This design comes from an exercise in tuning for small area, a short achievable clock period and few clock cycles per item on the open sky130 flow, not from production work. Where RTL was checked, it was by simulation tests only, not by an equivalence proof against the original. Only the layout flow was run in run 5; the RTL was not checked for function there.

$ cat run.sh
#!/bin/bash
# synth_recipe.tcl (not shown) runs the flow's synth.tcl, then flattens the netlist and writes it again
# the make line also repeats each setting of config.mk as NAME=value (left out here)
make -C /OpenROAD-flow-scripts/flow DESIGN_CONFIG=/design/flow/config.mk WORK_HOME=/design/flow/orfs CLKGATE_MAP_FILE= SYNTH_SCRIPT=/design/flow/synth_recipe.tcl finish
$ cat config.mk
export PLATFORM = sky130hd
export DESIGN_NAME = sdiv_unit
export DESIGN_NICKNAME = sdiv_unit
export VERILOG_FILES = /design/flow/design.v
export SDC_FILE = /design/flow/constraint.sdc
export NUM_CORES = 4
export LEC_CHECK = 0
export CAP_MARGIN = 20
export CORE_MARGIN = 2
export CORE_UTILIZATION = 40
export SLEW_MARGIN = 20
$ cat constraint.sdc
create_clock -name core_clock -period 110.0 [get_ports {clk}]
set_input_delay 22.0000 -clock core_clock [delete_from_list [all_inputs] [get_ports {clk}]]
set_output_delay 22.0000 -clock core_clock [all_outputs]
set_load 0.01 [all_outputs]
$ cat design.v
module sdiv_unit #(parameter STEP = 4) (
		input clk,
		input rst,
		input [63 : 0] data_in_bus,
		input [1 : 0] valid_in_bus,
		output [1 : 0] ready_in_bus,
		output [31 : 0] data_out_bus,
		output [0 : 0] valid_out_bus,
		input [0 : 0] ready_out_bus
);
	localparam NCH = 32 / STEP;           
	localparam CW = 3;                    
	reg [31:0] ia, ib;
	reg fa, fb;           
	reg rdy_a, rdy_b;     
	reg iter;
	reg [31:0] rem;       
	reg [31:0] aq;        
	reg [31:0] bd;        
	reg [CW-1:0] cnt;     
	reg qneg;
	reg [1:0] nq;         
	reg vout;             
	reg hnz;              
	reg [31:0] odat;      
	assign ready_in_bus = {rdy_b, rdy_a};
	assign valid_out_bus = vout;
	assign data_out_bus = odat;
	function [32:0] bkadd(input [32:0] x, input [32:0] y, input ci);
		reg [32:0] g, p, p0;
		integer d, i;
		begin
			p0 = x ^ y;
			g = x & y;
			p = p0;
			g[0] = g[0] | (p[0] & ci);
			for (d = 1; d < 33; d = d * 2)
				for (i = 2 * d - 1; i < 33; i = i + 2 * d) begin
					g[i] = g[i] | (p[i] & g[i - d]);
					p[i] = p[i] & p[i - d];
				end
			for (d = 16; d >= 1; d = d / 2)
				for (i = 3 * d - 1; i < 33; i = i + 2 * d) begin
					g[i] = g[i] | (p[i] & g[i - d]);
					p[i] = p[i] & p[i - d];
				end
			bkadd = p0 ^ {g[31:0], ci};
		end
	endfunction
	function [31:0] cneg(input [31:0] x, input c);
		reg [31:0] o;
		integer d, i;
		begin
			o = {x[30:0], 1'b0};    
			for (d = 1; d < 32; d = d * 2)
				for (i = 31; i >= d; i = i - 1)
					o[i] = o[i] | o[i - d];
			cneg = x ^ ({32{c}} & o);
		end
	endfunction
	function [5:0] blen(input [31:0] x);
		integer i;
		begin
			blen = 6'd0;
			for (i = 0; i < 32; i = i + 1)
				if (x[i]) blen = i + 1;
		end
	endfunction
	wire aneg = ia[31];
	wire [31:0] absa = cneg(ia, aneg);
	wire [31:0] bx = ib ^ {32{ib[31]}};   
	wire [5:0] la = blen(absa);
	wire [5:0] lb = blen(bx);
	wire qzero = (la < lb);                       
	wire [6:0] nqb = la - lb + 1;                 
	wire [6:0] nqc = (nqb > 32) ? 7'd32 : nqb;
	wire [CW:0] nch = (nqc + STEP - 1) / STEP;    
	wire [CW-1:0] shc = NCH - nch;                
	wire [63:0] fun = {32'd0, absa} << (shc * STEP);
	wire bneg = bd[31];
	reg [31:0] r_i, q_i;
	reg [32:0] t;
	wire [32:0] dneg = {1'b1, bd ^ {32{~bneg}}};    
	integer k;
	always @(*) begin
		r_i = rem;
		q_i = aq;
		for (k = 0; k < STEP; k = k + 1) begin
			t = bkadd({r_i, q_i[31]}, dneg, ~bneg);
			r_i = t[32] ? {r_i[30:0], q_i[31]} : t[31:0];
			q_i = {q_i[30:0], ~t[32]};
		end
	end
	wire take_a = valid_in_bus[0] & rdy_a;
	wire take_b = valid_in_bus[1] & rdy_b;
	wire take_o = vout & ready_out_bus[0];
	wire last = iter & (cnt == 0);
	wire nzw = last & (nq == 2'd0);    
	wire unit_free = ~iter | nzw;
	wire consume = fa & fb & unit_free & (~qzero | (nq != 2'd3));
	wire start = consume & ~qzero;     
	wire zw = consume & qzero;         
	wire fa_n = (fa & ~consume) | take_a;
	wire fb_n = (fb & ~consume) | take_b;
	wire iter_n = start | (iter & ~nzw);
	wire [CW-1:0] cnt_n = start ? nch - 1'b1 : (iter & ~last) ? cnt - 1'b1 : cnt;
	wire [1:0] nq_n = nq - take_o + nzw + zw;
	wire sure_n = (~iter_n & (nq_n != 2'd3)) | (iter_n & (cnt_n == 0) & (nq_n == 2'd0));
	always @(posedge clk, posedge rst)
		if (rst) begin
			fa <= 1'b0;
			fb <= 1'b0;
			rdy_a <= 1'b1;
			rdy_b <= 1'b1;
			iter <= 1'b0;
			nq <= 2'd0;
			vout <= 1'b0;
			hnz <= 1'b0;
		end else begin
			fa <= fa_n;
			fb <= fb_n;
			rdy_a <= ~fa_n | (fb_n & sure_n);
			rdy_b <= ~fb_n | (fa_n & sure_n);
			iter <= iter_n;
			nq <= nq_n;
			vout <= (nq_n != 2'd0);
			hnz <= nzw | (hnz & ~take_o);
		end
	always @(posedge clk) begin
		if (rdy_a) ia <= data_in_bus[31:0];
		if (rdy_b) ib <= data_in_bus[63:32];
		cnt <= cnt_n;
		if (start) begin
			qneg <= ia[31] ^ ib[31];
			bd <= ib;
			rem <= fun[63:32];
			aq <= fun[31:0];
		end else if (iter & ~last) begin
			rem <= r_i;
			aq <= q_i;
		end
		if (nzw) odat <= cneg(q_i, qneg);
		else if ((take_o & hnz) | (zw & (nq == 2'd0))) odat <= 32'd0;
	end
endmodule
==> run summary, run 1 <==
- Post-DP HPWL: 38900 µm
- CP Launch Type: flop
- Port Buffers: 103
- Routability congestion estimate: approximately 0.9
- Syn Area/Cell: 9.52 µm²
- Post-synth top area share: between 30% and 40%
- Setup Fix Bufs, Post-CTS: 0
- Crit path buf inv count: 1
- Worst-path clk slew: 60 ps
- Critical Path End Type: output port
- Final #Nets: 2267
- FP Rows: 78
- Final Hold Viols: 0
- DP Cell Count: 2571
- Residual DRC: 0
- Worst slew margin: between 20% and 30%
- Via count: 14799
- Initial antenna violation count: 0
- Clk buf depth: 3
- Crit-path slowest cell: dfstp_2
- Largest net degree at the start of global routing: between 80 and 90
- Clk sinks: 205
- Minimum clock period: 24310 ps
- DR vias/cell: 5.65
- Worst Tran Pin Value: 1050 ps
- Final worst setup slack: 85690 ps
- Commonest non-fill, non-tap cell in the layout: edfxtp_1
- RSZ-0062 raised after global routing: no
- Dominant cell type by area after synthesis: edfxtp_1
- Global-route usage over all layers: roughly a fifth
- Syn Inst Count: 1942
- Pre-CTS setup slack: 85690 ps
- Slowest cell delay on critical path: between 1000 and 1500 ps
- Post-synth EDFFs: 193
- Average wire per standard cell: around 19 µm
- H-tree levels: 1
- CP Data Arrival Time: approximately 2300 ps
- CP top delay family: flip-flops
- Met2 Use GR: 35.1%
- Skew-Pair Late Insertion Delay: ~560 ps
- Seq/Total Area, Yosys: between 30% and 40%
- Setup TNS: 0 ps
- Vias in the first global route: around 15000
- Ys async rst share: 4.39%
- Crit-path max FO: 34
- Routed Wire Length: between 50000 and 60000 µm
- Area of the core: 0.0455 mm²
- Post-synth net total: 2211
- Area Growth Syn to Fin: 12.4%
- Synth top area cells: edfxtp_1, ha_1, fa_1
- Chip Width: ~220 µm
- Post_cts resized: 0
- Post-DRT Antenna Nets: 0
- Boundary Pins: 104
- Initial core utilization: 40.6%
- Root Driver: clkbuf_16
- MaxCap Viol Count: 0
- Dominant synthesized flop cell: edfxtp_1
- Flops & latches, synth: about 210
- Met3 Use GR: 2.62%
- Global routing's busiest layer: met2
- 1st-iter DRT viols: 1038
- First-pass GRT wire length: 79600 µm
- Status: timing/DRC/antenna clean
- Fin crit share: between 20% and 30%
- Yosys warning total: 1
- Clock skew: 30.0 ps
- Final hold slack: 481 ps
- Hold crit path type: flop to flop
- Die ar.: 0.0479 mm²
- Most frequent cells in the layout: edfxtp_1, nand2_1, ha_1
- GRT overflow: 0
- CTS hold repair buffers: 0
- TritonCTS clock tree: yes
- Share of layout cells above drive strength 1: 5.75%
- Final slew viol count: 0
- Met1 usage: 28.6%
- CP Data Required Time: 88000 ps
- CTS Buf Count: 25
- Layout Utilization: 45.7%
- Netlist cell types: 87
- Drt first pass iters: 5
- # diodes: 0
- Fin cells: 2617
- Fmax achieved: 0.0411 GHz
- Final setup viols: 0
- Die Height: 219 µm
- Critical path type: flop to output port
- Mapped Area: 0.0185 mm²
- CP Cell Sequence: clkdlybuf4s50_1
-- per-stage QoR --
stage                     cell area (µm²)
after CTS                           20800
after global placement              20000
after global routing                20800
final                               20800
after detailed placement            20000
after floorplan                     18500
-- sequential cells by signal (all words and copies together) (netlist names), 2 cells and up --
signal	flops
odat	32
bd	32
cnt	3
ib	32
rem	32
ia	32
aq	32
nq	2
-- area by class of cell --
type                       count  area (µm²)
fill                        4376       24700
multi-input combinational   1528       11600
sequential                   205        6080
timing repair buffer         121        1170
tap                          600         751
clock buffer                  31         648
inverter                     117         442
clock inverter                15         115
-- final timing paths --
kind	startpoint	to	slack (ps)	cells after the start
worst max-delay path	rdy_b	ready_in_bus[1]	85690	1
worst max register to register	bd[31]	rem[17]	93400	51
max in group asynchronous	rst	rdy_a	88000	2
min in group asynchronous	rst	nq[1]	21700	2
worst min-delay path	ib[0]	bd[0]	480	0
worst min register to register	ib[0]	bd[0]	480	0
-- cell usage after synthesis, types with 7 or more instances --
master and instances:
a211oi_1 13, a21boi_0 8, a21o_1 52, a21oi_1 108
a31oi_1 18, and2_1 14, and3_1 10, buf_1 14
buf_2 10, buf_4 7, clkbuf_1 56, dfrtp_1 7
edfxtp_1 193, fa_1 67, ha_1 133, inv_1 115
mux2_2 16, mux2i_1 99, nand2_1 174, nand2b_1 12
nand3_1 60, nand4_1 21, nor2_1 123, nor2b_1 11
nor3_1 45, o211ai_1 10, o21a_1 20, o21ai_0 122
o21ai_1 21, o21bai_1 13, o22ai_1 15, o31ai_1 25
o41ai_1 10, or2_2 11, or3_1 28, or4_1 7
xnor2_1 70, xor2_1 89
-- routing by layer --
metal  vias to the layer above  part of all wire [%]
met2                       371                    47
li1                       7202                     -
met5                         -                     0
met1                      7160                    45
met4                         0                   2.6
met3                        66                   5.2
-- cells by family (layout without fill, tap and decap cells) --
family                     after synthesis  after routing  synth area share (%)
AOI/OAI and AO/OA                      503            503                  17.7
xor gates and xnor gates               159            159                  7.54
adders and majority gates              200            200                  16.3
buffers and inverters                  209            284                  4.67
DFF                                    205            205                  32.9
muxes                                  123            123                  6.89
and+or+nand+nor                        543            543                  14.1
Testbench counts, summed over its fixed seeds: cycles 27,293, items 12,000.
==> inputs of run 2 (changes only) <==
--- a/design.v
+++ b/design.v
@@ -127,8 +127,8 @@
 			hnz <= nzw | (hnz & ~take_o);
 		end
 	always @(posedge clk) begin
-		if (rdy_a) ia <= data_in_bus[31:0];
-		if (rdy_b) ib <= data_in_bus[63:32];
+		if (~fa | consume) ia <= data_in_bus[31:0];
+		if (~fb | consume) ib <= data_in_bus[63:32];
 		cnt <= cnt_n;
 		if (start) begin
 			qneg <= ia[31] ^ ib[31];
--- a/config.mk
+++ b/config.mk
@@ -7,5 +7,5 @@
 export LEC_CHECK = 0
 export CAP_MARGIN = 20
 export CORE_MARGIN = 2
-export CORE_UTILIZATION = 40
+export CORE_UTILIZATION = 65
 export SLEW_MARGIN = 20
==> run 2 against run 1 <==
  * Cell count decreased by 9.5%
  * Non-clock buffer count increased by 7
  * Utilization increased by 28 points
  * Maximum frequency increased by 2.0%
  * Sequential share of layout area increased by 0.76 points
==> run summary, run 2 <==
- Post-synth top area share: 31.9%
- Dominant synthesized flop cell: edfxtp_1
- Fin crit share: 21.7%
- Final #Nets: 2246
- Hold crit path type: flop to flop
- Initial antenna violation count: 0
- Worst-path clk slew: 60 ps
- Post-synthesis mux area share: 6.12%
- CP Data Arrival Time: 24270 ps
- Area of the core: 0.0276 mm²
- CP Data Required Time: 110450 ps
- Fmax achieved: 0.0420 GHz
- Status: timing/DRC/antenna clean
- # fillers: 2122
- Xor-xnor portion of the synthesized cell area: 8.16%
- Mapped Area: 0.0181 mm²
- CP top delay family: simple AND/OR/NAND/NOR gates
- Setup TNS: 0 ps
- Crit-path slowest cell: clkdlybuf4s50_1
- FP Rows: 61
- Routability congestion estimate: 0.970
- Residual DRC: 0
- Clk buf depth: 3
- Share of layout cells above drive strength 1: 5.93%
- Pre-CTS setup slack: 85620 ps
- Final slew viol count: 0
- Root Driver: clkbuf_16
- Post-DP HPWL: 34900 µm
- Top cells by count, synth: nand2_1, edfxtp_1, o21ai_0
- Average wire per standard cell: 19.0 µm
- Worst slew margin: around a quarter
- Skew-Pair Late Insertion Delay: 540 ps
- Chip Width: 171 µm
- Final worst setup slack: 86180 ps
- Seq/Total Area, Yosys: roughly a third
- Final Hold Viols: 0
- Clk sinks: 205
- CP Launch Type: input port
- Largest net degree at the start of global routing: 69
- Critical Path End Type: flop
- Syn Area/Cell: 9.53 µm²
- TritonCTS clock tree: yes
- CTS hold repair buffers: 0
- Minimum clock period: between 20000 and 25000 ps
- Dpl cell area: 0.0195 mm²
- 1st-iter DRT viols: 1471
- RSZ-0062 raised after global routing: no
- Post_cts resized: 0
- Drt first pass iters: 5
- Port Buffers: 103
- Commonest non-fill, non-tap cell in the layout: nand2_1
- Vias in the first global route: 13680
- Most frequent cells in the layout: nand2_1, edfxtp_1, o21ai_0
- Design Area, Final: 0.0202 mm²
- GRT overflow: 0
- Flops & latches, synth: 205
- Worst Tran Pin Value: 1120 ps
- Netlist cell types: 87
- Simple-gate share of the synthesized area: 13.6%
- Adder-Cell Fraction of Synth Area: between 10% and 20%
- Boundary Pins: around 100
- # diodes: 0
- DR vias/cell: 6.20
- Clock skew: between 20 and 25 ps
- H-tree levels: 1
- MaxCap Viol Count: 0
- Dominant cell type by area after synthesis: edfxtp_1
- CP Cell Sequence: clkdlybuf4s50_1 -> and2_1 -> ha_1 -> fa_1 -> xor2_1 -> xnor2_1 -> nand2b_1 -> nor4_1 -> nor2_1 -> o21ai_0
- Syn Inst Count: about 1900
- Die ar.: 0.0293 mm²
- Critical path type: input port to flop
- Crit path buf inv count: 1
- Post-synth net total: roughly 2200
- Most common cell in the netlist: nand2_1
- Slowest cell delay on critical path: 450 ps
- Final hold slack: 466 ps
- Largest family of logic cells by synthesized area: compound AO/OA/AOI/OAI gates
- Via count: around 15000
- Initial core utilization: roughly 66%
- Die Height: about 170 µm
- Compound-Gate Fraction of Synth Area: 17.8%
- Final setup viols: 0
- Routed Wire Length: about 45000 µm
- Ys async rst share: 4.39%
- Crit-path max FO: 3
- CTS Buf Count: 23
- Yosys warning total: 1
- Global-route usage over all layers: 31.0%
- Area Growth Syn to Fin: 11.6%
- Synth top area cells: edfxtp_1, ha_1, fa_1
- Setup Fix Bufs, Post-CTS: 0
- First-pass GRT wire length: ~70000 µm
- Post-DRT Antenna Nets: 0
- Post-synth EDFFs: about 190
==> run 2: logic make-up (layout without fill, tap and decap cells) <==
| family | count (synthesis) | count (layout) |
|---|---|---|
| AO/OA/AOI/OAI | 509 | 509 |
| adder cells (fa/ha/maj) | 200 | 200 |
| buffers and inverters | 193 | 279 |
| XOR/XNOR | 166 | 166 |
| flip-flops | 205 | 205 |
| AND/OR/NAND/NOR | 523 | 523 |
| multiplexers | 108 | 108 |
==> run 2: worst register-to-register path, delay by kind of cell (launching register included) <==
| family | cells | cell delay (ps) |
|---|---|---|
| flip-flops | 1 | 370 |
| AO/OA/AOI/OAI | 23 | 8830 |
| AND/OR/NAND/NOR | 12 | 3540 |
| XOR/XNOR | 4 | 1410 |
| adder cells (fa/ha/maj) | 4 | 1410 |
| multiplexers | 2 | 750 |
| buffers and inverters | 4 | 1070 |
==> run 2: final cells by class <==
type | instances | area [µm²] | area share, %
Multi-Input combinational cell | 1506 | 11300 | 56.0
Sequential cell | 205 | 6080 | 30.0
Timing Repair Buffer | 128 | 1220 | 6.02
Clock buffer | 26 | 587 | 2.90
Tap cell | 378 | 473 | 2.34
Inverter | 113 | 424 | 2.10
Clock inverter | 12 | 115 | 0.569
==> run 2: routing by layer <==
metal | vias to the layer above | part of all wire (%) | track usage, %
met5 | - | 0 | 0
met3 | 78 | 8.9 | 5.99
met2 | 571 | 44 | 47.9
met1 | 6983 | 43 | 43.7
li1 | 7048 | - | -
met4 | 0 | 3.7 | 11.2
==> run 2: through the flow <==
stage	std cells	utilization, %
after floorplan	1904	-
after global placement	2330	70.7
after detailed placement	2330	70.7
after CTS	2368	73.2
after global routing	2368	73.3
final	2368	73.3
==> run 2: path summary, 6_finish.rpt <==
check | start | endpoint | slack [ps] | cells after the start
max | ready_out_bus[0] | rdy_b | 86180 | 10
min in group asynchronous | rst | fb | 21740 | 2
max reg2reg | bd[31] | rem[19] | 92350 | 49
max in group asynchronous | rst | rdy_b | 87960 | 2
min | ib[0] | bd[0] | 470 | 0
min reg2reg | ib[0] | bd[0] | 470 | 0
Testbench counts of run 2, summed over its fixed seeds: cycles 27,293, items 12,000.
==> inputs of run 3 (changes only) <==
==> flow/run.sh (new file) <==
#!/bin/bash
# The standard layout (the standard.sh, standard synthesis unchanged), with every port
# buffered by a plain sky130 buf_1 instead of the buffer the resizer picks by default.
set -euo pipefail
bash standard.sh 'BUFFER_PORTS_ARGS=-buffer_cell sky130_fd_sc_hd__buf_1' finish > flow_make.log 2>&1
==> standard.sh (new file) <==
#!/bin/bash
# synth_recipe.tcl (not shown) runs the flow's synth.tcl, then flattens the netlist and writes it again
# the make line also repeats each setting of config.mk as NAME=value (left out here)
make -C /OpenROAD-flow-scripts/flow DESIGN_CONFIG=/design/flow/config.mk WORK_HOME=/design/flow/orfs CLKGATE_MAP_FILE= SYNTH_SCRIPT=/design/flow/synth_recipe.tcl "${@:-finish}"
removed: run.sh
==> run 3 against run 2 <==
  * Sequential share of layout area increased by 0.82 points
  * Utilization decreased by 1.9 points
  * Worst setup slack improved by 240 ps
  * Register-to-register slack improved by 330 ps
  * Critical path type unchanged
  * Largest cell class unchanged
  * Highest routed layer unchanged
==> run summary, run 3 <==
- Fmax achieved: roughly 0.042 GHz
- Via count: 14713
- Worst Hold Launch: ib[0]
- Final setup viols: 0
- Dominant synthesized flop cell: edfxtp_1
- TritonCTS clock tree: yes
- Cells on worst reg2reg path: 51
- # fillers: between 2000 and 2500
- FF-to-FF End: rem[20]
- Root Driver: clkbuf_16
- Final Hold Viols: 0
- Hold crit path type: flop to flop
- Largest net degree at the start of global routing: 71
- Final worst setup slack: 86420 ps
- DR vias/cell: 6.19
- GRT overflow: 0
- Synth top area cells: edfxtp_1, ha_1, fa_1
- Fin crit share: between 20% and 30%
- Setup TNS: 0 ps
- Setup Fix Bufs, Post-CTS: 0
- Routed Wire Length: between 40000 and 50000 µm
- Share of layout cells above drive strength 1: 6.36%
- Routability congestion estimate: 0.958
- Residual DRC: 0
- Die Height: 171 µm
- Port Buffers: 103
- Crit-path max FO: 3
- Seq/Total Area, Yosys: about 34%
- Commonest non-fill, non-tap cell in the layout: nand2_1
- Post-synth EDFFs: 193
- Vias in the first global route: 13771
- Mapped Area: ~0.018 mm²
- Flops & latches, synth: 205
- Top cells by count, synth: nand2_1, edfxtp_1, o21ai_0
- RSZ-0062 raised after global routing: no
- Critical path type: input port to flop
- Initial core utilization: 65.7%
- Final #Nets: 2249
- Post-synth top area share: 31.9%
- CTS Buf Count: 24
- Average wire per standard cell: 18.9 µm
- CP Data Required Time: roughly 110000 ps
- Hold path depth: 0
- MaxCap Viol Count: 0
- Syn Inst Count: 1904
- Die ar.: ~0.03 mm²
- Skew-Pair Late Insertion Delay: about 540 ps
- First-pass GRT wire length: 71500 µm
- Status: timing/DRC/antenna clean
- Chip Width: 171 µm
- Register-to-register setup slack: 92680 ps
- Clock skew: 19.2 ps
- Multi-input gate area: about 0.011 mm²
- Area Growth Syn to Fin: 8.60%
- Area of the core: 0.0276 mm²
- Netlist cell types: 87
- WHS Endpoint: bd[0]
- RR Startpoint: bd[31]
- Post_cts resized: 0
- CP Launch Type: input port
- 1st-iter DRT viols: 1423
- Post-DP HPWL: 34700 µm
- Fin cells: about 2400
- Most frequent cells in the layout: nand2_1, edfxtp_1, o21ai_0
- CP Data Arrival Time: 24040 ps
- Syn Area/Cell: 9.53 µm²
- Worst-path clk slew: 70 ps
- Dominant cell type by area after synthesis: edfxtp_1
- Boundary Pins: 104
- Most common cell in the netlist: nand2_1
- CTS hold repair buffers: 0
- Ys async rst share: 4.39%
- Pre-CTS setup slack: between 80000 and 90000 ps
- Initial antenna violation count: 1
- Post-synth net total: 2173
- Final slew viol count: 0
- Drt first pass iters: 7
- Clk buf depth: 3
- Critical Path End Type: flop
- Minimum clock period: roughly 24000 ps
- DP Cell Count: between 2000 and 2500
- Yosys warning total: 1
- # diodes: 0
- Post-DRT Antenna Nets: 0
- Global-route usage over all layers: ~31%
- Worst slew margin: 35.0%
- Worst Tran Pin Value: 960 ps
- H-tree levels: 1
- Clk sinks: 205
- FP Rows: ~60
- Sequential Area: slightly above 0.006 mm²
[run 3: cell types whose count changed in the layout (fill, tap and decap cells not counted), sizes merged]
cell,change
clkbuf,+1
bufinv,+1
clkdlybuf4s50,-103
buf,+105
inv,+2
clkinvlp,+1
[run 3: cell type report]
| type | count | share of cell area (%) |
|---|---|---|
| Multi-Input combinational cell | 1506 | 57.6 |
| Timing Repair Buffer | 130 | 2.99 |
| Inverter | 113 | 2.15 |
| Sequential cell | 205 | 30.9 |
| Clock inverter | 16 | 0.933 |
| Clock buffer | 27 | 3.10 |
| Tap cell | 378 | 2.40 |
[run 3: routing by layer]
| metal | routed length (µm) | global-route usage [%] | up-vias |
|---|---|---|---|
| met2 | 19700 | 47.8 | 610 |
| met1 | 19800 | 44.5 | 6960 |
| met5 | 0 | 0 | - |
| met4 | 1510 | 10.3 | 0 |
| met3 | 3900 | 5.02 | 91 |
| li1 | - | - | 7052 |
[run 3: critical path, stage by stage]
cell and delay, ps:
buf_1 60, and2_1 160, ha_1 290, fa_1 380, xor2_1 180, xnor2_1 160, nand2b_1 180, nor4_1 310
nor2_1 110, o21ai_0 200
[run 3: worst max path at each step]
stage / slack, ps / from / end
after floorplan: 85640 / ready_out_bus[0] / odat[0]
after global placement: 86060 / ready_out_bus[0] / rdy_b
after detailed placement: 85910 / ready_out_bus[0] / rdy_a
after CTS: 86470 / ready_out_bus[0] / rdy_a
after global routing: 86290 / ready_out_bus[0] / rdy_a
final: 86420 / ready_out_bus[0] / rdy_a
[run 3: logic make-up (layout without fill, tap and decap cells)]
kind of cell | count (synthesis) | after routing | synth area share [%]
buffers and inverters | 193 | 286 | 4.25
DFF | 205 | 205 | 33.5
AOI/OAI and AO/OA | 509 | 509 | 17.8
adders and majority gates | 200 | 200 | 16.6
xor gates and xnor gates | 166 | 166 | 8.16
and+or+nand+nor | 523 | 523 | 13.6
muxes | 108 | 108 | 6.12
[run 3: through the flow]
stage	area (µm²)	hold WS, ps	util [%]
final	19700	478	71.3
after global routing	19700	511	71.3
after CTS	19700	489	71.3
after detailed placement	18900	460	68.4
after global placement	18900	446	68.4
after floorplan	18100	432	-
==> inputs of run 4 (changes only) <==
--- a/config.mk
+++ b/config.mk
@@ -8,4 +8,5 @@
 export CAP_MARGIN = 20
 export CORE_MARGIN = 2
 export CORE_UTILIZATION = 65
+export CTS_BUF_LIST = sky130_fd_sc_hd__clkbuf_4
 export SLEW_MARGIN = 20
==> run 4 against run 3 <==
  * Largest cell class unchanged
  * Area after synthesis did not move
  * Design area down 0.11%
  * Count of clock-buffer cells in the layout up 55
  * Wire length increased by 0.30%
  * Maximum frequency up 0.76%
  * Sequential share of layout area is essentially flat
  * First-iteration DRC count down 6.4%
  * Sequential cell count stayed put
  * Worst setup slack better by 180 ps
  * Worst hold slack worse by 4.1 ps
==> run summary, run 4 <==
- Mapped Area: between 0.015 and 0.02 mm²
- Yosys warning total: 1
- Most common cell in the netlist: nand2_1
- H-tree levels: 2
- FF-to-FF End: rem[20]
- Largest family of logic cells by synthesized area: compound AO/OA/AOI/OAI gates
- Dominant synthesized flop cell: edfxtp_1
- Setup Fix Bufs, Post-CTS: 0
- Crit-path max FO: 3
- Initial core utilization: 65.7%
- Share of layout cells above drive strength 1: 8.77%
- Post-synth EDFFs: just under 200
- DR vias/cell: between 6 and 7
- Post-DRT Antenna Nets: 0
- Port Buffers: 103
- Dominant cell type by area after synthesis: edfxtp_1
- Post-DP HPWL: 34700 µm
- Top cells by count, synth: nand2_1, edfxtp_1, o21ai_0
- Setup TNS: 0 ps
- Drt first pass iters: 7
- Fmax achieved: 0.0427 GHz
- Slowest cell delay on critical path: 380 ps
- Via count: 14885
- CTS Buf Count: 54
- RR Startpoint: bd[31]
- CP Cell Sequence: buf_1 -> and2_1 -> ha_1 -> fa_1 -> xor2_1 -> xnor2_1 -> nand2b_1 -> nor4_1 -> nor2_1 -> o21ai_0
- RSZ-0062 raised after global routing: no
- Die Height: roughly 170 µm
- Final setup viols: 0
- Syn Area/Cell: 9.53 µm²
- Boundary Pins: between 100 and 150
- GRT overflow: 0
- Routed Wire Length: 45000 µm
- Vias in the first global route: 13982
- Clk buf depth: 3
- Final Hold Viols: 0
- Clk sinks: 205
- Flops & latches, synth: 205
- Critical Path End Type: flop
- Die ar.: roughly 0.03 mm²
- Post-synth net total: 2173
- Final #Nets: 2279
- TritonCTS clock tree: yes
- Cells on worst reg2reg path: slightly above 50
- Status: timing/DRC/antenna clean
- FP Rows: between 60 and 70
- Ys async rst share: 4.39%
- Most frequent cells in the layout: nand2_1, edfxtp_1, o21ai_0
- MaxCap Viol Count: 0
- CP Data Required Time: about 110000 ps
- Hold crit path type: flop to flop
- Worst Tran Pin Value: 990 ps
- Crit-path slowest cell: fa_1
- Compound-Gate Fraction of Synth Area: 17.8%
- Register-to-register setup slack: 92810 ps
- Worst slew margin: 34.0%
- Adder-Cell Fraction of Synth Area: 16.6%
- Area of the core: 0.0276 mm²
- Area Growth Syn to Fin: 8.49%
- Syn Inst Count: 1904
- Largest net degree at the start of global routing: around 70
- Critical path type: input port to flop
- Hold path depth: 0
- Worst Hold Launch: ib[0]
- Crit path buf inv count: 1
- Clock skew: 49.9 ps
- Routability congestion estimate: 0.958
- Final slew viol count: 0
- CP top delay family: simple AND/OR/NAND/NOR gates
- CP Launch Type: input port
- Chip Width: 171 µm
- Seq/Total Area, Yosys: 33.5%
- Fin crit share: 21.3%
- WHS Endpoint: bd[0]
- Final hold slack: between 400 and 500 ps
- Xor-xnor portion of the synthesized cell area: under 10%
- Worst-path clk slew: approximately 70 ps
- CP Data Arrival Time: 24030 ps
- Initial antenna violation count: 2
- Post-synthesis mux area share: 6.12%
- Post-synth top area share: between 30% and 40%
- Minimum clock period: approximately 23000 ps
- Post_cts resized: 0
- Commonest non-fill, non-tap cell in the layout: nand2_1
- Average wire per standard cell: 18.5 µm
- CTS hold repair buffers: 0
- First-pass GRT wire length: 71700 µm
- 1st-iter DRT viols: 1332
- Skew-Pair Late Insertion Delay: ~730 ps
- Root Driver: clkbuf_4
- Residual DRC: 0
- Global-route usage over all layers: a little under a third
- Synth top area cells: edfxtp_1, ha_1, fa_1
- Simple-gate share of the synthesized area: 13.6%
- Netlist cell types: 87
## run 4: metal layers
metal / share of wire [%] / wire length, µm / global-route usage (%)
met2: 44 / 19700 / 47.8
met5: 0 / 0 / 0
met4: 3.6 / 1640 / 11.5
met1: 43 / 19600 / 43.9
met3: 9.1 / 4080 / 6.15
## run 4: kinds of logic after synthesis
family / after synthesis
buf+inv: 193
compound gates: 509
fa+ha+maj: 200
xor+xnor: 166
mux: 108
simple gates: 523
flops: 205
## run 4: worst max path at each step
stage                           from         endpoint  cells past startpoint  slack [ps]
floorplan           ready_out_bus[0]          odat[0]                      3       85640
global placement    ready_out_bus[0]            rdy_b                     10       86060
detailed placement  ready_out_bus[0]            rdy_a                     10       85910
CTS                            rdy_a  ready_in_bus[0]                      1       86570
global route        ready_out_bus[0]            rdy_b                     10       86500
finish              ready_out_bus[0]            rdy_a                     10       86600
## run 4: layout make-up
cell class                 count  area (µm²)
clock buffer                  82         616
clock inverter                17         156
multi-input combinational   1506       11300
timing repair buffer         130         589
antenna                        1        2.50
sequential                   205        6080
fill                        2204        7940
inverter                     113         424
tap                          378         473
## run 4: metrics by stage
stage	cells	setup slack, ps	utilization (%)	instance area [µm²]
2_1_floorplan	1904	85640	-	18100
3_3_place_gp	2332	86060	68.4	18900
3_5_place_dp	2332	85910	68.4	18900
4_1_cts	2431	86570	71.2	19700
5_1_grt	2432	86500	71.3	19700
6_report	2432	86600	71.3	19700
==> inputs of run 5 (changes only) <==
--- a/design.v
+++ b/design.v
@@ -104,8 +104,13 @@
 	wire fb_n = (fb & ~consume) | take_b;
 	wire iter_n = start | (iter & ~nzw);
 	wire [CW-1:0] cnt_n = start ? nch - 1'b1 : (iter & ~last) ? cnt - 1'b1 : cnt;
-	wire [1:0] nq_n = nq - take_o + nzw + zw;
-	wire sure_n = (~iter_n & (nq_n != 2'd3)) | (iter_n & (cnt_n == 0) & (nq_n == 2'd0));
+	wire [1:0] nq_s = nq + nzw + zw;
+	wire [1:0] nq_t = nq_s - 1'b1;
+	wire [1:0] nq_n = take_o ? nq_t : nq_s;
+	wire last_n = iter_n & (cnt_n == 0);
+	wire sure_s = (~iter_n & (nq_s != 2'd3)) | (last_n & (nq_s == 2'd0));
+	wire sure_t = (~iter_n & (nq_t != 2'd3)) | (last_n & (nq_t == 2'd0));
+	wire sure_n = take_o ? sure_t : sure_s;
 	always @(posedge clk, posedge rst)
 		if (rst) begin
 			fa <= 1'b0;
@@ -123,7 +128,7 @@
 			rdy_b <= ~fb_n | (fa_n & sure_n);
 			iter <= iter_n;
 			nq <= nq_n;
-			vout <= (nq_n != 2'd0);
+			vout <= take_o ? (nq_t != 2'd0) : (nq_s != 2'd0);
 			hnz <= nzw | (hnz & ~take_o);
 		end
 	always @(posedge clk) begin
==> run.sh (new file) <==
#!/bin/bash
# synth_recipe.tcl (not shown) runs the flow's synth.tcl, then flattens the netlist and writes it again
# the make line also repeats each setting of config.mk as NAME=value (left out here)
make -C /OpenROAD-flow-scripts/flow DESIGN_CONFIG=/design/flow/config.mk WORK_HOME=/design/flow/orfs CLKGATE_MAP_FILE= SYNTH_SCRIPT=/design/flow/synth_recipe.tcl finish
--- a/config.mk
+++ b/config.mk
@@ -8,5 +8,4 @@
 export CAP_MARGIN = 20
 export CORE_MARGIN = 2
 export CORE_UTILIZATION = 65
-export CTS_BUF_LIST = sky130_fd_sc_hd__clkbuf_4
 export SLEW_MARGIN = 20
removed: flow/run.sh
removed: standard.sh
==> run 5 against run 4 <==
  * Count of clock-buffer cells in the layout decreased by 56
  * Critical path depth down 9
  * Critical endpoint is now ready_in_bus[1]
  * Highest routed layer unchanged
  * Critical path type is now flop to output port
==> run summary, run 5 <==
- Layout Utilization: 72.9%
- Post_cts resized: 0
- Share of layout cells above drive strength 1: 5.77%
- Status: timing/DRC/antenna clean
- Fin cells: 2482
- Global routing's busiest layer: met2
- Worst Tran Pin Value: slightly below 1000 ps
- Final Hold Viols: 0
- Critical path type: flop to output port
- Crit path buf inv count: 1
- Ys async rst share: 4.39%
- TritonCTS clock tree: yes
- FP Rows: between 60 and 70
- Netlist cell types: 89
- Fmax achieved: 0.0423 GHz
- Area of the core: 0.0285 mm²
- Average wire per standard cell: 19.3 µm
- Dominant cell type by area after synthesis: edfxtp_1
- CP Data Arrival Time: 1610 ps
- Clock skew: ~23 ps
- Met1 usage: 46.4%
- Critical Path End Type: output port
- Post-synth net total: 2293
- Met3 Use GR: 5.46%
- Die ar.: 0.0302 mm²
- CP Launch Type: flop
- Setup TNS: 0 ps
- Top cells by count, synth: edfxtp_1, nand2_1, nor2_1
- Clk buf depth: 3
- DR vias/cell: 6.34
- Final setup viols: 0
- Cell count along the critical path: 1
- Chip Width: 174 µm
- Register-to-register setup slack: between 90000 and 100000 ps
- DP Cell Count: between 2000 and 2500
- Cells on worst reg2reg path: 49
- Vias in the first global route: 15035
- Routed Wire Length: 48000 µm
- Commonest non-fill, non-tap cell in the layout: edfxtp_1
- Initial core utilization: 65.6%
- Global-route usage over all layers: 31.9%
- GRT overflow: 0
- CP startpoint: rdy_b
- Die Height: 174 µm
- Final slew viol count: 0
- Residual DRC: 0
- Worst-path clk slew: roughly 60 ps
- Crit-path max FO: 2
- Largest net degree at the start of global routing: 83
- Setup Fix Bufs, Post-CTS: 0
- Clk sinks: 205
- Minimum clock period: roughly 24000 ps
- Port Buffers: 103
- Routability congestion estimate: 0.954
- Root Driver: clkbuf_16
- Post-synth EDFFs: 193
- Final #Nets: 2353
- Crit-path slowest cell: dfstp_2
- Seq/Total Area, Yosys: 32.5%
- Synth top area cells: edfxtp_1, ha_1, fa_1
- Dpl cell area: 0.0200 mm²
- Worst slew margin: between 30% and 40%
- CTS hold repair buffers: 0
- Syn Area/Cell: 9.26 µm²
- CTS Buf Count: 24
- Post-DP HPWL: 36500 µm
- Via count: 15734
- Syn Inst Count: 2021
- Slowest cell delay on critical path: 530 ps
- CP top delay family: flip-flops
- Drt first pass iters: 9
- Skew-Pair Late Insertion Delay: between 500 and 600 ps
- Boundary Pins: 104
- Worst Hold Launch: ib[0]
- CP Data Required Time: 88000 ps
- H-tree levels: 1
- CP Cell Sequence: clkdlybuf4s50_1
- CP endpoint: ready_in_bus[1]
- Mapped Area: 0.0187 mm²
- Flops & latches, synth: 205
- Post-synth top area share: 31.0%
- Initial antenna violation count: 1
- RSZ-0062 raised after global routing: no
- Most common cell in the netlist: edfxtp_1
- Post-DRT Antenna Nets: 0
- Pre-CTS setup slack: ~86000 ps
- # diodes: 0
- Most frequent cells in the layout: edfxtp_1, nand2_1, nor2_1
- Hold crit path type: flop to flop
- Final hold slack: approximately 480 ps
- Area Growth Syn to Fin: 11.3%
- Dominant synthesized flop cell: edfxtp_1
- 1st-iter DRT viols: approximately 1400
- Final worst setup slack: 86390 ps
- Fin crit share: 21.5%
- First-pass GRT wire length: a little under 80000 µm
- Met2 Use GR: 50.0%
- FF-to-FF End: rem[9]
- Yosys warning total: 1
- MaxCap Viol Count: 0
- RR Startpoint: bd[31]
- Design Area, Final: 0.0208 mm²
run 5: changes by cell type after synthesis, moves of 14 or more:
cell / delta
o211ai_1: +15
nor2_1: +39
nor3_1: +14
o21ai_0: -24
nand3_1: +14
run 5: logic make-up (layout without fill, tap and decap cells):
| family | Yosys count | count (layout) | share of synthesized area, % |
|---|---|---|---|
| buffers and inverters | 219 | 296 | 4.65 |
| xor gates and xnor gates | 164 | 164 | 7.72 |
| muxes | 92 | 92 | 5.05 |
| and+or+nand+nor | 611 | 611 | 15.6 |
| adders and majority gates | 203 | 203 | 16.3 |
| DFF | 205 | 205 | 32.5 |
| AOI/OAI and AO/OA | 527 | 527 | 18.3 |
run 5: how the worst min path moves through the flow:
stage | end | slack [ps] | depth (start not counted)
finish | bd[0] | 480 | 0
global route | bd[0] | 510 | 0
CTS | bd[0] | 480 | 0
detailed placement | bd[0] | 470 | 0
global placement | hnz | 460 | 2
floorplan | bd[30] | 420 | 0
run 5: cell type report:
cell class | instances | area (µm²)
Sequential cell | 205 | 6080
Clock buffer | 26 | 608
Tap cell | 384 | 480
Timing Repair Buffer | 128 | 1240
Clock inverter | 17 | 141
Fill cell | 2199 | 7720
Multi-Input combinational cell | 1597 | 11800
Inverter | 125 | 469
run 5: per-layer routing:
metal	wire, µm	vias up
li1	-	7465
met1	21200	7474
met2	21300	700
met3	4260	95
met4	1200	0
met5	0	-
==> inputs of run 6 (changes only) <==
--- a/design.v
+++ b/design.v
@@ -14,7 +14,7 @@
 	reg fa, fb;           
 	reg rdy_a, rdy_b;     
 	reg iter;
-	reg [31:0] rem;       
+	reg [30:0] rem;       
 	reg [31:0] aq;        
 	reg [31:0] bd;        
 	reg [CW-1:0] cnt;     
@@ -78,7 +78,8 @@
 	wire [CW-1:0] shc = NCH - nch;                
 	wire [63:0] fun = {32'd0, absa} << (shc * STEP);
 	wire bneg = bd[31];
-	reg [31:0] r_i, q_i;
+	reg [30:0] r_i;
+	reg [31:0] q_i;
 	reg [32:0] t;
 	wire [32:0] dneg = {1'b1, bd ^ {32{~bneg}}};    
 	integer k;
@@ -86,8 +87,8 @@
 		r_i = rem;
 		q_i = aq;
 		for (k = 0; k < STEP; k = k + 1) begin
-			t = bkadd({r_i, q_i[31]}, dneg, ~bneg);
-			r_i = t[32] ? {r_i[30:0], q_i[31]} : t[31:0];
+			t = bkadd({1'b0, r_i, q_i[31]}, dneg, ~bneg);
+			r_i = t[32] ? {r_i[29:0], q_i[31]} : t[30:0];
 			q_i = {q_i[30:0], ~t[32]};
 		end
 	end
@@ -138,7 +139,7 @@
 		if (start) begin
 			qneg <= ia[31] ^ ib[31];
 			bd <= ib;
-			rem <= fun[63:32];
+			rem <= fun[62:32];
 			aq <= fun[31:0];
 		end else if (iter & ~last) begin
 			rem <= r_i;
==> flow/run.sh (new file) <==
#!/bin/bash
# The standard layout (the standard.sh, standard synthesis unchanged), with every port
# buffered by a plain sky130 buf_1 instead of the buffer the resizer picks by default.
set -euo pipefail
bash standard.sh 'BUFFER_PORTS_ARGS=-buffer_cell sky130_fd_sc_hd__buf_1' finish > flow_make.log 2>&1
==> standard.sh (new file) <==
#!/bin/bash
# synth_recipe.tcl (not shown) runs the flow's synth.tcl, then flattens the netlist and writes it again
# the make line also repeats each setting of config.mk as NAME=value (left out here)
make -C /OpenROAD-flow-scripts/flow DESIGN_CONFIG=/design/flow/config.mk WORK_HOME=/design/flow/orfs CLKGATE_MAP_FILE= SYNTH_SCRIPT=/design/flow/synth_recipe.tcl "${@:-finish}"
--- a/config.mk
+++ b/config.mk
@@ -8,4 +8,5 @@
 export CAP_MARGIN = 20
 export CORE_MARGIN = 2
 export CORE_UTILIZATION = 65
+export CTS_BUF_LIST = sky130_fd_sc_hd__clkbuf_4
 export SLEW_MARGIN = 20
removed: run.sh
==> run 6 against run 5 <==
  * Still clean on timing, DRC and antenna
  * Via count is 6.9% lower
  * Sequential cell count is 1 lower
  * Global-route usage decreased by 0.60 points
  * Utilization down 1.0 points
  * Sequential share of layout area increased by 1.9 points
  * Critical path depth unchanged
  * Cell count is 3.7% lower
==> run summary, run 6 <==
- Crit-path slowest cell: dfstp_2
- Setup TNS: 0 ps
- Critical path type: flop to output port
- Final Hold Viols: 0
- Post-synth net total: 2132
- Fmax achieved: 0.0428 GHz
- CTS hold repair buffers: 0
- Average wire per standard cell: 18.7 µm
- Boundary Pins: about 100
- Dominant cell type by area after synthesis: edfxtp_1
- 1st-iter DRT viols: 1292
- # fillers: about 2200
- Most frequent cells in the layout: edfxtp_1, nand2_1, nor2_1
- Clk buf depth: 3
- Via count: 14649
- Largest net degree at the start of global routing: 93
- Clk sinks: 204
- DR vias/cell: 6.13
- Dominant synthesized flop cell: edfxtp_1
- TritonCTS clock tree: yes
- MaxCap Viol Count: 0
- Clock skew: 42.3 ps
- Initial antenna violation count: 1
- Share of layout cells above drive strength 1: 9.18%
- CP Data Required Time: roughly 90000 ps
- Post-DRT Antenna Nets: 0
- CP Launch Type: flop
- Post_cts resized: 0
- Commonest non-fill, non-tap cell in the layout: edfxtp_1
- Area Growth Syn to Fin: 7.98%
- Met3 WL: 3730 µm
- Status: timing/DRC/antenna clean
- H-tree levels: 2
- CP Cell Sequence: buf_1
- Port Buffers: around 100
- Worst-path clk slew: around 70 ps
- Post-DP HPWL: 35000 µm
- Root Driver: clkbuf_4
- First-pass GRT wire length: slightly above 70000 µm
- FP Rows: 60
- Hold crit path type: flop to flop
- Initial core utilization: 66.6%
- Fin cells: between 2000 and 2500
- Crit-path max FO: 2
- Ys async rst share: 4.41%
- Syn Area/Cell: 9.68 µm²
- DR top layer: met4
- Vias in the first global route: 13637
- Seq/Total Area, Yosys: 33.5%
- Final #Nets: between 2000 and 2500
- Top cells by count, synth: edfxtp_1, nand2_1, nor2_1
- Minimum clock period: 23370 ps
- Drt first pass iters: 5
- DP Cell Count: 2289
- Synth top area cells: edfxtp_1, ha_1, fa_1
- Post-synth EDFFs: about 190
- Chip Width: 171 µm
- Slowest cell delay on critical path: 530 ps
- GRT overflow: 0
- Netlist cell types: 91
- Die Height: 171 µm
- Fin crit share: 21.2%
- Worst slew margin: 31.6%
- Area of the core: 0.0271 mm²
- Global-route usage over all layers: 31.3%
- Final slew viol count: 0
- CTS Buf Count: 53
- Syn Inst Count: 1864
- Setup Fix Bufs, Post-CTS: 0
- Worst Tran Pin Value: 1030 ps
- Routed Wire Length: 44800 µm
- Mapped Area: around 0.018 mm²
- Skew-Pair Late Insertion Delay: 700 ps
- Final setup viols: 0
- Met1 WL: just under 20000 µm
- Flops & latches, synth: 204
- RSZ-0062 raised after global routing: no
- Residual DRC: 0
- Die ar.: 0.0291 mm²
- Most common cell in the netlist: edfxtp_1
- Routed wl met2: 19800 µm
- Critical Path End Type: output port
- Yosys warning total: 1
- Post-synth top area share: 32.0%
- Crit path buf inv count: 1
- CP Data Arrival Time: 1370 ps
- CP top delay family: flip-flops
- Routability congestion estimate: approximately 0.98
## run 6: changes by cell type after synthesis, sizes merged, moves of 10 or more
cell	delta
nand2	-11
xnor2	+11
o21bai	-12
clkbuf	-30
nor2	-28
buf	+10
xor2	-13
o21ai	-26
nand4	-19
inv	-23
a21o	-19
o31ai	+14
## run 6: logic make-up after synthesis
kind of cell / Yosys count / share of synthesized area [%]
adders and majority gates: 199 / 16.4
muxes: 104 / 5.96
xor gates and xnor gates: 163 / 8.03
AOI/OAI and AO/OA: 483 / 17.8
and+or+nand+nor: 535 / 14.2
DFF: 204 / 33.5
buffers and inverters: 176 / 4.01
## run 6: path summary, 6_finish.rpt
path | to | slack [ps] | start | cells after the start
setup / recovery | ready_in_bus[1] | 86630 | rdy_b | 1
hold / removal | hnz | 510 | hnz | 2
setup reg to reg | rem[4] | 95330 | bd[31] | 40
hold reg to reg | hnz | 510 | hnz | 2
max in group asynchronous | rdy_a | 88450 | rst | 2
min in group asynchronous | fa | 21250 | rst | 2
## run 6: layer usage
metal	vias up	global-route usage, %
met3	70	6.41
met5	-	0
met4	0	11.3
li1	7107	-
met1	6915	44.4
met2	557	47.7
## run 6: final cells by class
class | instances | area [µm²] | share of cell area, %
Clock buffer | 72 | 541 | 2.77
Clock inverter | 26 | 119 | 0.610
Antenna cell | 1 | 2.50 | 0.0128
Multi-Input combinational cell | 1484 | 11300 | 58.1
Sequential cell | 204 | 6050 | 31.1
Inverter | 102 | 383 | 1.96
Tap cell | 372 | 465 | 2.39
Timing Repair Buffer | 128 | 594 | 3.05
## run 6: stage by stage
stage / worst slack (ps) / area (µm²) / hold WS [ps] / utilization (%)
after floorplan: 85790 / 18000 / 424 / -
after CTS: 86570 / 19500 / 520 / 71.8
after global placement: 86980 / 18800 / 463 / 69.4
after global routing: 86560 / 19500 / 541 / 71.9
final: 86630 / 19500 / 512 / 71.9
after detailed placement: 86900 / 18800 / 504 / 69.4
Testbench counts of run 6, summed over its fixed seeds: cycles 27,293, items 12,000.
==> inputs of run 7 (changes only) <==
==> flow/run.sh (replaced) <==
#!/bin/bash
# The standard layout (the standard.sh, standard synthesis unchanged), with every port
# buffered by a plain sky130 buf_1 instead of the buffer the resizer picks by default, and a
# clock tree of clkbuf_16 leaves over clusters of up to 30 sinks, without dummy loads.
set -euo pipefail
bash standard.sh \
  'BUFFER_PORTS_ARGS=-buffer_cell sky130_fd_sc_hd__buf_1' \
  'CTS_ARGS=-sink_clustering_enable -repair_clock_nets -dont_use_dummy_load -buf_list sky130_fd_sc_hd__clkbuf_16 -sink_clustering_size 30 -sink_clustering_max_diameter 100' \
  finish > flow_make.log 2>&1
--- a/config.mk
+++ b/config.mk
@@ -8,5 +8,4 @@
 export CAP_MARGIN = 20
 export CORE_MARGIN = 2
 export CORE_UTILIZATION = 65
-export CTS_BUF_LIST = sky130_fd_sc_hd__clkbuf_4
 export SLEW_MARGIN = 20
==> run 7 against run 6 <==
  * Wire length is 0.86% lower
  * Via count fell by 1.5%
  * Design area is 1.7% lower
  * Global-route usage fell by 0.46 points
  * Highest routed layer unchanged
  * Sequential share of layout area up 0.55 points
  * Clock skew is 29 ps higher
  * Die area did not move
  * Still clean on timing, DRC and antenna
==> run summary, run 7 <==
- Fmax achieved: between 0.04 and 0.05 GHz
- RR Startpoint: bd[31]
- FP Rows: 60
- RSZ-0062 raised after global routing: no
- Crit path buf inv count: 1
- Root Driver: clkbuf_16
- Worst Hold Launch: hnz
- Final hold slack: around 510 ps
- CTS Buf Count: 13
- CP Cell Sequence: buf_1
- Initial core utilization: 66.6%
- Met1 WL: 19900 µm
- 1st-iter DRT viols: 1247
- Area of the core: 0.0271 mm²
- Post-synth EDFFs: 192
- WHS Endpoint: hnz
- Dominant synthesized flop cell: edfxtp_1
- Post-synth net total: about 2100
- CTS hold repair buffers: 0
- Cells on worst reg2reg path: 40
- Hold crit path type: flop to flop
- Crit-path slowest cell: dfstp_2
- H-tree levels: 1
- Syn Inst Count: approximately 1900
- Most common cell in the netlist: edfxtp_1
- Status: timing/DRC/antenna clean
- CP Launch Type: flop
- Share of layout cells above drive strength 1: 5.85%
- Ys async rst share: 4.41%
- Vias in the first global route: 13245
- DR top layer: met4
- Flops & latches, synth: 204
- Final setup viols: 0
- Chip Width: between 150 and 200 µm
- Synth top area cells: edfxtp_1, ha_1, fa_1
- Die Height: 171 µm
- Crit-path max FO: 2
- DP Cell Count: between 2000 and 2500
- Netlist cell types: 91
- Area Growth Syn to Fin: 6.12%
- Fin cells: 2303
- Post_cts resized: 0
- CP Data Required Time: 88000 ps
- MaxCap Viol Count: 0
- CP Data Arrival Time: around 1200 ps
- Hold path depth: 2
- Post-synth top area share: 32.0%
- Residual DRC: 0
- Via count: 14435
- FF-to-FF End: rem[4]
- Critical path type: flop to output port
- Yosys warning total: 1
- Post-DRT Antenna Nets: 0
- Port Buffers: 103
- Setup Fix Bufs, Post-CTS: 0
- Clock skew: ~71 ps
- Routed Wire Length: 44400 µm
- Routability congestion estimate: 0.981
- Boundary Pins: 104
- Routed wl met2: 19600 µm
- First-pass GRT wire length: between 70000 and 80000 µm
- Commonest non-fill, non-tap cell in the layout: edfxtp_1
- Dominant cell type by area after synthesis: edfxtp_1
- Post-DP HPWL: 35000 µm
- GRT overflow: 0
- Syn Area/Cell: 9.68 µm²
- Drt first pass iters: 5
- Critical Path End Type: output port
- Final Hold Viols: 0
- Mapped Area: 0.0180 mm²
- DR vias/cell: approximately 6.3
- Average wire per standard cell: between 15 and 20 µm
- Minimum clock period: between 20000 and 25000 ps
- CP top delay family: flip-flops
- Worst Tran Pin Value: slightly above 1000 ps
- Clk buf depth: 3
- Worst-path clk slew: roughly 100 ps
- Initial antenna violation count: 0
- Die ar.: 0.0291 mm²
- Final slew viol count: 0
- Met3 WL: around 3400 µm
- Global-route usage over all layers: 30.8%
- Final #Nets: 2201
- Fin crit share: 21.1%
- # diodes: 0
- Seq/Total Area, Yosys: between 30% and 40%
- TritonCTS clock tree: yes
- Largest net degree at the start of global routing: 93
- Setup TNS: 0 ps
- Top cells by count, synth: edfxtp_1, nand2_1, nor2_1
- Clk sinks: around 200
- Most frequent cells in the layout: edfxtp_1, nand2_1, nor2_1
- Skew-Pair Late Insertion Delay: 510 ps
- Slowest cell delay on critical path: about 540 ps
- Register-to-register setup slack: around 95000 ps
- Worst slew margin: 31.9%
-- run 7: cell counts after synthesis --
No cell type changed its count.
-- run 7: logic make-up after synthesis --
| logic type | Yosys count | synth area share [%] |
|---|---|---|
| buffers and inverters | 176 | 4.01 |
| XOR/XNOR | 163 | 8.03 |
| AO/OA/AOI/OAI | 483 | 17.8 |
| multiplexers | 104 | 5.96 |
| AND/OR/NAND/NOR | 535 | 14.2 |
| adder cells (fa/ha/maj) | 199 | 16.4 |
| flip-flops | 204 | 33.5 |
-- run 7: cell type report --
type	count	area, µm²
clock buffers	13	325
flip-flops and latches	204	6050
well taps	372	465
multi-input cells	1484	11300
inverters	102	383
fillers	2167	7950
repair buffers	128	594
-- run 7: through the flow --
step / instance area (µm²) / setup WS, ps / utilization, %
2_1_floorplan: 18000 / 85790 / -
3_3_place_gp: 18800 / 86980 / 69.4
3_5_place_dp: 18800 / 86900 / 69.4
4_1_cts: 19100 / 86810 / 70.6
5_1_grt: 19100 / 86800 / 70.7
6_report: 19100 / 86840 / 70.7
-- run 7: per-layer routing --
metal / global-route usage (%) / up-vias
met2: 47.7 / 551
met1: 44.9 / 6844
met3: 4.83 / 71
met4: 9.03 / 0
li1: - / 6969
met5: 0 / -
-- run 7: worst max-delay path by stage --
| stage | cells past startpoint | to | startpoint | slack (ps) |
|---|---|---|---|---|
| floorplan | 2 | odat[0] | ready_out_bus[0] | 85790 |
| global placement | 6 | rdy_b | ready_out_bus[0] | 86980 |
| detailed placement | 6 | rdy_b | ready_out_bus[0] | 86900 |
| CTS | 1 | ready_in_bus[1] | rdy_b | 86810 |
| global route | 1 | ready_in_bus[1] | rdy_b | 86800 |
| finish | 1 | ready_in_bus[1] | rdy_b | 86840 |
==> inputs of run 8 (changes only) <==
--- a/config.mk
+++ b/config.mk
@@ -5,7 +5,7 @@
 export SDC_FILE = /design/flow/constraint.sdc
 export NUM_CORES = 4
 export LEC_CHECK = 0
-export CAP_MARGIN = 20
+export CAP_MARGIN = 0
 export CORE_MARGIN = 2
 export CORE_UTILIZATION = 65
-export SLEW_MARGIN = 20
+export SLEW_MARGIN = 0
==> run 8 against run 7 <==
  * Still clean on timing, DRC and antenna
  * Global-route usage is the same
  * Maximum frequency about the same
  * Worst hold slack better by 0.89 ps
  * Synthesized cell count is the same
  * Utilization is 0.10 points lower
  * Non-clock buffer count shrank 1
  * Clock skew is 3.2 ps lower
  * Critical path depth stayed put
  * Largest cell class unchanged
==> run summary, run 8 <==
- Commonest non-fill, non-tap cell in the layout: edfxtp_1
- CP Launch Type: flop
- Average wire per standard cell: 19.3 µm
- CP endpoint: ready_in_bus[1]
- Top cells by count, synth: edfxtp_1, nand2_1, nor2_1
- Critical Path End Type: output port
- GRT overflow: 0
- FF-to-FF End: rem[4]
- MaxCap Viol Count: 0
- FP Rows: 60
- Die ar.: around 0.029 mm²
- Final #Nets: 2200
- 1st-iter DRT viols: ~1300
- Seq/Total Area, Yosys: 33.5%
- Fmax achieved: approximately 0.043 GHz
- Crit-path slowest cell: dfstp_2
- Syn Inst Count: 1864
- Post-synth top area share: between 30% and 40%
- Slowest cell delay on critical path: around 540 ps
- Final Hold Viols: 0
- Initial core utilization: 66.6%
- CP top delay family: flip-flops
- Worst slew margin: 29.2%
- CP Cell Sequence: buf_1
- # fillers: 2170
- Dominant cell type by area after synthesis: edfxtp_1
- Post-DRT Antenna Nets: 0
- DR vias/cell: 6.27
- Hold crit path type: flop to flop
- Final slew viol count: 0
- Skew-Pair Late Insertion Delay: ~510 ps
- Clk sinks: 204
- Global-route usage over all layers: about 30%
- CTS hold repair buffers: 0
- Post-synth EDFFs: approximately 190
- Most frequent cells in the layout: edfxtp_1, nand2_1, nor2_1
- Crit path buf inv count: 1
- Final worst setup slack: 86840 ps
- Cell count along the critical path: 1
- CP startpoint: rdy_b
- Flops & latches, synth: around 200
- Yosys warning total: 1
- First-pass GRT wire length: 70500 µm
- TritonCTS clock tree: yes
- Worst Tran Pin Value: 1060 ps
- Area Growth Syn to Fin: 5.96%
- Die Height: around 170 µm
- Clock skew: 67.9 ps
- Status: timing/DRC/antenna clean
- Dominant synthesized flop cell: edfxtp_1
- Share of layout cells above drive strength 1: 5.80%
- Ys async rst share: 4.41%
- Most common cell in the netlist: edfxtp_1
- Worst-path clk slew: 100 ps
- Post-synth net total: about 2100
- Root Driver: clkbuf_16
- Boundary Pins: 104
- Register-to-register setup slack: 95260 ps
- Cells on worst reg2reg path: 40
- Vias in the first global route: 13245
- Residual DRC: 0
- Synth top area cells: edfxtp_1, ha_1, fa_1
- Routability congestion estimate: between 0.9 and 1
- Chip Width: 171 µm
- H-tree levels: 1
- Setup TNS: 0 ps
- Minimum clock period: between 20000 and 25000 ps
- Final setup viols: 0
- Routed Wire Length: 44300 µm
- Setup Fix Bufs, Post-CTS: 0
- Fin cells: 2302
- # diodes: 0
- RSZ-0062 raised after global routing: no
- Fin crit share: 21.1%
- Syn Area/Cell: 9.68 µm²
- CTS Buf Count: 13
- Clk buf depth: 3
- DP Cell Count: between 2000 and 2500
- Via count: approximately 14000
- Port Buffers: 103
- Drt first pass iters: 5
- RR Startpoint: bd[31]
- Post-DP HPWL: 35000 µm
- Crit-path max FO: 2
- Mapped Area: 0.0180 mm²
- CP Data Required Time: 88000 ps
- Pre-CTS setup slack: slightly below 90000 ps
- Largest net degree at the start of global routing: 93
- Netlist cell types: 91
- Critical path type: flop to output port
- Area of the core: 0.0271 mm²
- CP Data Arrival Time: 1160 ps
- Post_cts resized: 0
- Initial antenna violation count: 0
run 8: changes by cell type in the layout (fill, tap and decap cells not counted):
cell,delta
buf_16,-1
run 8: kinds of logic (layout without fill, tap and decap cells):
logic type	count (synthesis)	after routing	share of synthesized area, %
xor gates and xnor gates	163	163	8.03
muxes	104	104	5.96
adders and majority gates	199	199	16.4
buffers and inverters	176	242	4.01
and+or+nand+nor	535	535	14.2
DFF	204	204	33.5
AOI/OAI and AO/OA	483	483	17.8
run 8: tightest hold or removal path: stages, from the launching register on:
cell     delay (ps)
dfrtp_1         360
nand2_1          50
nand2_1          70
run 8: metrics by stage:
stage | utilization (%) | cell area (µm²) | hold slack (ps)
global placement | 69.4 | 18800 | 463
floorplan | - | 18000 | 424
CTS | 70.6 | 19100 | 518
detailed placement | 69.4 | 18800 | 504
finish | 70.6 | 19100 | 516
global route | 70.6 | 19100 | 539
run 8: worst min-delay path by stage:
| stage | from | end | slack [ps] | depth (start not counted) |
|---|---|---|---|---|
| floorplan | ib[31] | bd[31] | 420 | 0 |
| global placement | hnz | hnz | 460 | 2 |
| detailed placement | hnz | hnz | 500 | 2 |
| CTS | hnz | hnz | 520 | 2 |
| global route | hnz | hnz | 540 | 2 |
| finish | hnz | hnz | 520 | 2 |
run 8: final cells by class:
class	count	area [µm²]	area share [%]
Multi-Input combinational cell	1484	11300	59.2
Clock buffer	13	325	1.70
Sequential cell	204	6050	31.7
Inverter	102	383	2.00
Timing Repair Buffer	127	567	2.96
Tap cell	372	465	2.43
run 8: layer usage:
layer	track usage (%)	wire, µm	share of wire [%]	vias up
met4	9.03	1410	3.2	0
li1	-	-	-	6962
met2	47.7	19600	44	533
met1	44.9	20000	45	6878
met5	0	0	0	-
met3	4.83	3340	7.5	65

==> port drivers added, routing unchanged <==
The flow's constraints put no driver on any port. The routed layouts listed below were extracted and timed again, unchanged, in two steps. Step 1, drivers: a clkbuf_16 drives clk and a buf_2 each remaining input, both assumed. Step 2 moves the port delays by t, midway between the first and last clock arrival at a register: inputs arrive t later, outputs are due t later. That takes back most of the time a late clock gives input paths. Three values: ideal ports, drivers, drivers and shift; two values: the first two.
run | t (ns) | setup slack, ns | hold WS [ns] | cell pins on the clock port's net
run 1 | 0.605 | 85.690 / 85.634 / 85.686 | 0.481 / 0.481 / 0.481 | 1
run 2 | 0.577 | 86.176 / 86.200 / 85.623 | 0.466 / 0.466 / 0.466 | 1
run 3 | 0.580 | 86.417 / 86.445 / 85.865 | 0.478 / 0.478 / 0.478 | 1
run 4 | 0.752 | 86.596 / 86.567 / 85.867 | 0.474 / 0.474 / 0.474 | 1
run 5 | 0.591 | 86.385 / 86.336 / 86.430 | 0.480 / 0.480 / 0.480 | 1
run 6 | 0.728 | 86.627 / 86.579 / 86.902 | 0.512 / 0.512 / 0.512 | 1
run 7 | 0.526 | 86.842 / 86.792 / 86.894 | 0.515 / 0.515 / 0.515 | 1
run 8 | 0.524 | 86.838 / 86.788 / 86.897 | 0.516 / 0.516 / 0.516 | 1
After both steps setup and hold are still met in every run listed. For run 4, which loses most, drivers alone change the setup slack by -0.029 ns; drivers and shift together by -0.729 ns.
